Context: an optimization exercise on an open-source flow, tuned for small area, a short achievable clock period and few clock cycles per item. The choices shown serve that exercise and are no tape-out recipe. In this exercise RTL edits were held to simulation tests only and were not proved equivalent to the original. No activity file was given, so power comes from the tool's default toggle rates.

==> v8 <==
==> flow/design.v (excerpt) <==
module booth(clk, rst, inp, mtpr, mtpd, done, adds, subs, prod);
==> flow/config.mk <==
export PLATFORM = sky130hd
export DESIGN_NAME = booth
export DESIGN_NICKNAME = booth
export VERILOG_FILES = /design/flow/design.v
export SDC_FILE = /design/flow/constraint.sdc
export NUM_CORES = 4
export LEC_CHECK = 0
export CAP_MARGIN = 20
export CORE_MARGIN = 2
export CORE_UTILIZATION = 40
export PLACE_DENSITY = 0.6
export SETUP_SLACK_MARGIN = 2.0
export SLEW_MARGIN = 20
==> flow/constraint.sdc <==
create_clock -name core_clock -period 6.0 [get_ports {clk}]
set_input_delay 1.2000 -clock core_clock [delete_from_list [all_inputs] [get_ports {clk}]]
set_output_delay 1.2000 -clock core_clock [all_outputs]
set_load 0.01 [all_outputs]
standard.sh (not shown) runs the stock make flow with config.mk's settings and CLKGATE_MAP_FILE= SYNTH_SCRIPT=/design/flow/synth_recipe.tcl, a recipe that flattens the netlist after the stock synthesis.
==> flow/flow/run.sh <==
#!/bin/bash
# The standard layout (standard.sh) with two changes:
#  - synthesis runs Yosys's synth with -noabc, so the early "abc -fast" does not remap the
#    generated adder trees before extract_fa; the full adders then come out without the
#    inverters that the remapped polarity needs. Everything else in the synthesis script
#    (synth_recipe.tcl, ORFS synth.tcl, flatten, renaming) is unchanged, so are the registers.
#  - the port buffers that global placement inserts are sky130_fd_sc_hd__buf_4 instead of
#    the delay cell buffer_ports picks by default.
# Each tool's output goes to its own log in this folder (make's to flow_make.log; ORFS
# keeps per-step logs under orfs/logs).
set -euo pipefail
here=$(pwd)
sed 's/yosys synth -nofsm -noshare /yosys synth -nofsm -noshare -noabc /' synth_recipe.tcl > my_synth.tcl
grep -q -- '-noabc' my_synth.tcl
sed "s#SYNTH_SCRIPT=[^ ]*#SYNTH_SCRIPT=$here/my_synth.tcl#" standard.sh > my_standard.sh
grep -q "SYNTH_SCRIPT=$here/my_synth.tcl" my_standard.sh
export BUFFER_PORTS_ARGS="-buffer_cell sky130_fd_sc_hd__buf_4"
bash my_standard.sh > flow_make.log 2>&1
==> inputs of v15, as changes to v8 <==
Settings changed: ABC_AREA set to 1, SETUP_SLACK_MARGIN 2.0 to 0.9.
==> inputs of v5, as changes to v8 <==
Settings changed: CORE_UTILIZATION 40 to 55, PLACE_DENSITY 0.6 to 0.7, SETUP_SLACK_MARGIN 2.0 to 0.3.
==> inputs of v38, as changes to v8 <==
Settings changed: SETUP_SLACK_MARGIN 2.0 to 0.3.
==> comparison table <==
item	v8	v15	v5	v38
Clk tree area frac	1.60%	2.22%	1.83%	1.91%
Initial antenna violation count	3	4	2	3
CTS resizes	634	0	0	0
Slowest cell delay on critical path	0.55 ns	0.50 ns	0.58 ns	0.59 ns
Peak VDD IR	690 µV	299 µV	591 µV	381 µV
Most common library cell in the layout ignoring fill and taps	sky130_fd_sc_hd__xnor2_1	sky130_fd_sc_hd__xor2_1	sky130_fd_sc_hd__xnor2_1	sky130_fd_sc_hd__xnor2_1
RSZ-0062 raised after global routing	yes	yes	no	no
Gate count after technology mapping	2449	2880	2449	2449
First-pass GRT wire length	160000 µm	134000 µm	124000 µm	135000 µm
Run status	no timing/DRC/antenna violations	no timing/DRC/antenna violations	no timing/DRC/antenna violations	no timing/DRC/antenna violations
Final Hold Slack	1.14 ns	0.950 ns	1.32 ns	1.15 ns
Tap Cells	873	931	664	873
Routability Congestion	0.863	0.901	0.930	0.888
Internal	13300 µW	9840 µW	10200 µW	10400 µW
Floorplan die width	264 µm	267 µm	226 µm	264 µm
Post-DP HPWL	61900 µm	62600 µm	58400 µm	63200 µm
Starting density of the core	40.3%	40.3%	55.6%	40.3%
DRC violation total after the first TritonRoute iteration	2769	2160	2232	2206
Sw Ratio	45.1%	48.0%	46.0%	46.7%
Post-layout instance area	0.0370 mm²	0.0300 mm²	0.0289 mm²	0.0293 mm²
Number of signal-net inverters in the final layout	109	240	109	109
Fraction of final layout cells with drive strength greater than 1	52.3%	13.4%	13.7%	13.9%
Number of stages on the worst setup path	10	12	13	12
Setup CP Type	flop to output pin	input port to flop	input port to flop	input port to flop
Leakage dissipation	0.0132 µW	0.0130 µW	0.0108 µW	0.0109 µW
Testbench counts of v8, summed over its fixed seeds: cycles 2,400, items 2,400.
Testbench counts of v15, summed over its fixed seeds: cycles 2,400, items 2,400.
Testbench counts of v5, summed over its fixed seeds: cycles 2,400, items 2,400.
Testbench counts of v38, summed over its fixed seeds: cycles 2,400, items 2,400.

==> inputs of harbor <==
booth, a different RTL version from the one above (not shown whole).
clock: 6.0 ns
lec_check: 0
abc_area: 1
cap_margin: 20
core_margin: 2
core_utilization: 40
place_density: 0.6
setup_slack_margin: 1.3
slew_margin: 20
Scripts as last shown in full above: flow/flow/run.sh
==> delta (differences from harbor) <==
- SETUP_SLACK_MARGIN: 1.3 -> 0.9
==> indigo (differences from harbor) <==
- SETUP_SLACK_MARGIN: 1.3 -> 1.5
==> comparison table <==
Fraction of the cycle the final worst path needs: harbor 0.778; delta 0.834; indigo 0.751
# diodes: harbor 1; delta 1; indigo 0
Number of antenna violations at the first check in global routing: harbor 3; delta 3; indigo 2
Average wire per standard cell: harbor 23.8 um; delta 24.0 um; indigo 25.7 um
Fraction of standard cell area in multi-input logic: harbor 0.708; delta 0.709; indigo 0.701
Area growth, synth to finish: harbor 12.1%; delta 8.94%; indigo 19.4%
Post-detailed-route via-to-cell ratio: harbor 5.88; delta 5.95; indigo 6.07
Largest net degree at the start of global routing: harbor 67; delta 72; indigo 62
Result of the run: harbor no timing/DRC/antenna violations; delta no timing/DRC/antenna violations; indigo no timing/DRC/antenna violations
Total of fill cells in the finished design: harbor 6259; delta 6294; indigo 6018
DR WL met3: harbor 8820 um; delta 9340 um; indigo 10900 um
Critical path depth: harbor 12; delta 11; indigo 13
Cell with the largest stage delay on the worst path: harbor sky130_fd_sc_hd__fa_2; delta sky130_fd_sc_hd__fa_1; indigo sky130_fd_sc_hd__fa_1
End-of-flow core utilization: harbor 0.453; delta 0.441; indigo 0.483
Postcts setup bufs: harbor 3; delta 0; indigo 29
P_leak: harbor 12.8 nW; delta 12.8 nW; indigo 13.3 nW
Launch point of the worst hold path: harbor inp; delta mtpr[30]; indigo inp
First-pass DRT Iterations: harbor 5; delta 5; indigo 6
Signal inverters: harbor 208; delta 208; indigo 212
DR iter-0 viols: harbor 2459; delta 2080; indigo 2592
Worst-case headroom to the max-slew limit: harbor 0.429; delta 0.418; indigo 0.469
Critical-path maximum fanout: harbor 32; delta 17; indigo 7
Testbench counts of harbor, summed over its fixed seeds: cycles 2,400, items 2,400.
Testbench counts of delta, summed over its fixed seeds: cycles 2,400, items 2,400.
Testbench counts of indigo, summed over its fixed seeds: cycles 2,400, items 2,400.

==> 07-02 <==
RTL: one of the versions met above, not the one the previous note started from.
clock: 6.0 ns
lec_check: 0
cap_margin: 20
core_margin: 2
core_utilization: 40
place_density: 0.6
setup_slack_margin: 0.9
slew_margin: 20
==> flow/flow/run.sh <==
#!/bin/bash
# The standard layout (standard.sh) with two changes:
#  - synthesis runs Yosys's synth with -noabc, so the early "abc -fast" does not remap the
#    generated adder trees before extract_fa; the full adders then come out without the
#    inverters that the remapped polarity needs. Everything else in the synthesis script
#    (synth_recipe.tcl, ORFS synth.tcl, flatten, renaming) is unchanged, so are the registers.
#  - the port buffers that global placement inserts are sky130_fd_sc_hd__buf_2 instead of
#    the delay cell buffer_ports picks by default.
# Each tool's output goes to its own log in this folder (make's to flow_make.log; ORFS
# keeps per-step logs under orfs/logs).
set -euo pipefail
here=$(pwd)
sed 's/yosys synth -nofsm -noshare /yosys synth -nofsm -noshare -noabc /' synth_recipe.tcl > my_synth.tcl
grep -q -- '-noabc' my_synth.tcl
sed "s#SYNTH_SCRIPT=[^ ]*#SYNTH_SCRIPT=$here/my_synth.tcl#" standard.sh > my_standard.sh
grep -q "SYNTH_SCRIPT=$here/my_synth.tcl" my_standard.sh
export BUFFER_PORTS_ARGS="-buffer_cell sky130_fd_sc_hd__buf_2"
bash my_standard.sh > flow_make.log 2>&1
==> 05-04: changes against 07-02 <==
--- a/flow/flow/run.sh
+++ b/flow/flow/run.sh
@@ -6,3 +6,3 @@
 #    (synth_recipe.tcl, ORFS synth.tcl, flatten, renaming) is unchanged, so are the registers.
-#  - the port buffers that global placement inserts are sky130_fd_sc_hd__buf_2 instead of
+#  - the port buffers that global placement inserts are sky130_fd_sc_hd__buf_4 instead of
 #    the delay cell buffer_ports picks by default.
@@ -16,3 +16,3 @@
 grep -q "SYNTH_SCRIPT=$here/my_synth.tcl" my_standard.sh
-export BUFFER_PORTS_ARGS="-buffer_cell sky130_fd_sc_hd__buf_2"
+export BUFFER_PORTS_ARGS="-buffer_cell sky130_fd_sc_hd__buf_4"
 bash my_standard.sh > flow_make.log 2>&1
--- a/flow/config.mk
+++ b/flow/config.mk
@@ -11,3 +11,3 @@
 export PLACE_DENSITY = 0.6
-export SETUP_SLACK_MARGIN = 0.9
+export SETUP_SLACK_MARGIN = 1.5
 export SLEW_MARGIN = 20
==> 08-15: changes against 07-02 <==
--- a/flow/flow/run.sh
+++ b/flow/flow/run.sh
@@ -6,3 +6,3 @@
 #    (synth_recipe.tcl, ORFS synth.tcl, flatten, renaming) is unchanged, so are the registers.
-#  - the port buffers that global placement inserts are sky130_fd_sc_hd__buf_2 instead of
+#  - the port buffers that global placement inserts are sky130_fd_sc_hd__buf_4 instead of
 #    the delay cell buffer_ports picks by default.
@@ -16,3 +16,3 @@
 grep -q "SYNTH_SCRIPT=$here/my_synth.tcl" my_standard.sh
-export BUFFER_PORTS_ARGS="-buffer_cell sky130_fd_sc_hd__buf_2"
+export BUFFER_PORTS_ARGS="-buffer_cell sky130_fd_sc_hd__buf_4"
 bash my_standard.sh > flow_make.log 2>&1
--- a/flow/config.mk
+++ b/flow/config.mk
@@ -7,2 +7,3 @@
 export LEC_CHECK = 0
+export ABC_AREA = 1
 export CAP_MARGIN = 20
@@ -11,3 +12,3 @@
 export PLACE_DENSITY = 0.6
-export SETUP_SLACK_MARGIN = 0.9
+export SETUP_SLACK_MARGIN = 1.2
 export SLEW_MARGIN = 20
==> 09-06: changes against 07-02 <==
--- a/flow/flow/run.sh
+++ b/flow/flow/run.sh
@@ -6,3 +6,3 @@
 #    (synth_recipe.tcl, ORFS synth.tcl, flatten, renaming) is unchanged, so are the registers.
-#  - the port buffers that global placement inserts are sky130_fd_sc_hd__buf_2 instead of
+#  - the port buffers that global placement inserts are sky130_fd_sc_hd__buf_4 instead of
 #    the delay cell buffer_ports picks by default.
@@ -16,3 +16,3 @@
 grep -q "SYNTH_SCRIPT=$here/my_synth.tcl" my_standard.sh
-export BUFFER_PORTS_ARGS="-buffer_cell sky130_fd_sc_hd__buf_2"
+export BUFFER_PORTS_ARGS="-buffer_cell sky130_fd_sc_hd__buf_4"
 bash my_standard.sh > flow_make.log 2>&1
--- a/flow/config.mk
+++ b/flow/config.mk
@@ -11,3 +11,3 @@
 export PLACE_DENSITY = 0.6
-export SETUP_SLACK_MARGIN = 0.9
+export SETUP_SLACK_MARGIN = 1.2
 export SLEW_MARGIN = 20
==> summary.txt <==
Sequential cell count is the same in 09-06 and 05-04.
Non-clock buffer count, lowest first: 07-02, 09-06, 08-15, 05-04.
Global-route usage, lowest first: 07-02, 09-06, 08-15, 05-04.
In count of clock-buffer cells in the layout, 07-02 and 05-04 do not differ.
In synthesized cell count, 07-02 and 05-04 do not differ.
Of 05-04 and 08-15, 08-15 has the higher die area (gap about 2%, measured against 08-15).
Power, lowest first: 07-02, 08-15, 09-06, 05-04.
Against 08-15, the setup slack of 07-02 is lower by 0.25 ns.
==> figures <==
Overall die area: 09-06 69800 µm²; 05-04 69800 µm²; 08-15 71300 µm²; 07-02 69800 µm²
Worst endpoint data arrival time: 09-06 3.89 ns; 05-04 3.75 ns; 08-15 5.05 ns; 07-02 5.30 ns
Area of all placed cells without fillers: 09-06 32600 µm²; 05-04 36200 µm²; 08-15 32800 µm²; 07-02 29800 µm²
Starting density of the core: 09-06 40.3%; 05-04 40.3%; 08-15 40.3%; 07-02 40.3%
Simple-Gate Fraction of Synth Area: 09-06 1.92%; 05-04 1.92%; 08-15 7.10%; 07-02 1.92%
Power attributed to sequential cells: 09-06 2.73 mW; 05-04 2.75 mW; 08-15 2.64 mW; 07-02 2.73 mW
Filler Cell Count: 09-06 5870; 05-04 5499; 08-15 6251; 07-02 6212
Portion of synthesized cell area occupied by the leading cell type: 09-06 35.0%; 05-04 35.0%; 08-15 34.2%; 07-02 35.0%
Power Density: 09-06 656 nW/µm²; 05-04 646 nW/µm²; 08-15 612 nW/µm²; 07-02 651 nW/µm²
Area growth syn-to-layout: 09-06 20.5%; 05-04 33.6%; 08-15 18.7%; 07-02 10.1%
Crit start category: 09-06 register; 05-04 register; 08-15 primary input; 07-02 primary input
Path length in cells of the critical path: 09-06 11; 05-04 10; 08-15 14; 07-02 12
Required @ worst endpoint: 09-06 4.80 ns; 05-04 4.80 ns; 08-15 6.23 ns; 07-02 6.22 ns
Count of non-filler cells in the finished layout: 09-06 3356; 05-04 3502; 08-15 3885; 07-02 3283
Horizontal die dimension: 09-06 264 µm; 05-04 264 µm; 08-15 267 µm; 07-02 264 µm
Post-route minimum period: 09-06 5.09 ns; 05-04 4.95 ns; 08-15 4.82 ns; 07-02 5.07 ns
Outcome: 09-06 no timing/DRC/antenna violations; 05-04 no timing/DRC/antenna violations; 08-15 no timing/DRC/antenna violations; 07-02 no timing/DRC/antenna violations
Detail Placement HPWL: 09-06 62.0 mm; 05-04 61.9 mm; 08-15 70.1 mm; 07-02 61.8 mm
Testbench counts of 07-02, summed over its fixed seeds: cycles 2,400, items 2,400.
Testbench counts of 05-04, summed over its fixed seeds: cycles 2,400, items 2,400.
Testbench counts of 08-15, summed over its fixed seeds: cycles 2,400, items 2,400.
Testbench counts of 09-06, summed over its fixed seeds: cycles 2,400, items 2,400.

-- separate check: timing with driven ports --
No port has a modelled driver above. Below, the same layouts with a new extraction and two added sets of constraints. Step 1 assumes that a clkbuf_16 drives the clock port and a buf_2 every other input. Step 2 adds t to the input delays and takes it off the output delays; t is the mean of the earliest and latest rising clock arrival at the registers after step 1. Input paths then give back, and output paths get back, about the clock's delay inside the block. Three values: ideal ports, drivers, drivers and shift; two values: the first two.
run | t (ns) | setup slack, ns | worst setup path after step 2 | cell pins on the clock port's net
v8 | 0.561 | 1.089 / 1.016 / 0.606 | input to register | 1
v15 | 0.550 | 0.965 / 0.951 / 0.401 | input to register | 1
v5 | 0.537 | 0.517 / 0.516 / -0.021 | input to register | 1
v38 | 0.544 | 0.593 / 0.610 / 0.065 | input to register | 1
harbor | 0.537 | 1.334 / 1.302 / 0.765 | input to register | 1
delta | 0.550 | 0.993 / 0.841 / 0.291 | input to register | 1
indigo | 0.556 | 1.494 / 1.425 / 0.869 | input to register | 1
07-02 | 0.543 | 0.928 / 0.880 / 0.337 | input to register | 1
05-04 | 0.562 | 1.046 / 0.973 / 0.560 | input to register | 1
08-15 | 0.552 | 1.182 / 1.158 / 0.607 | input to register | 1
09-06 | 0.556 | 0.907 / 0.841 / 0.509 | input to register | 1
With both steps, setup timing fails in v5, where it was met with ideal ports. The setup slack of delta, which loses most, moves by -0.152 ns with the drivers and by -0.702 ns with both steps.
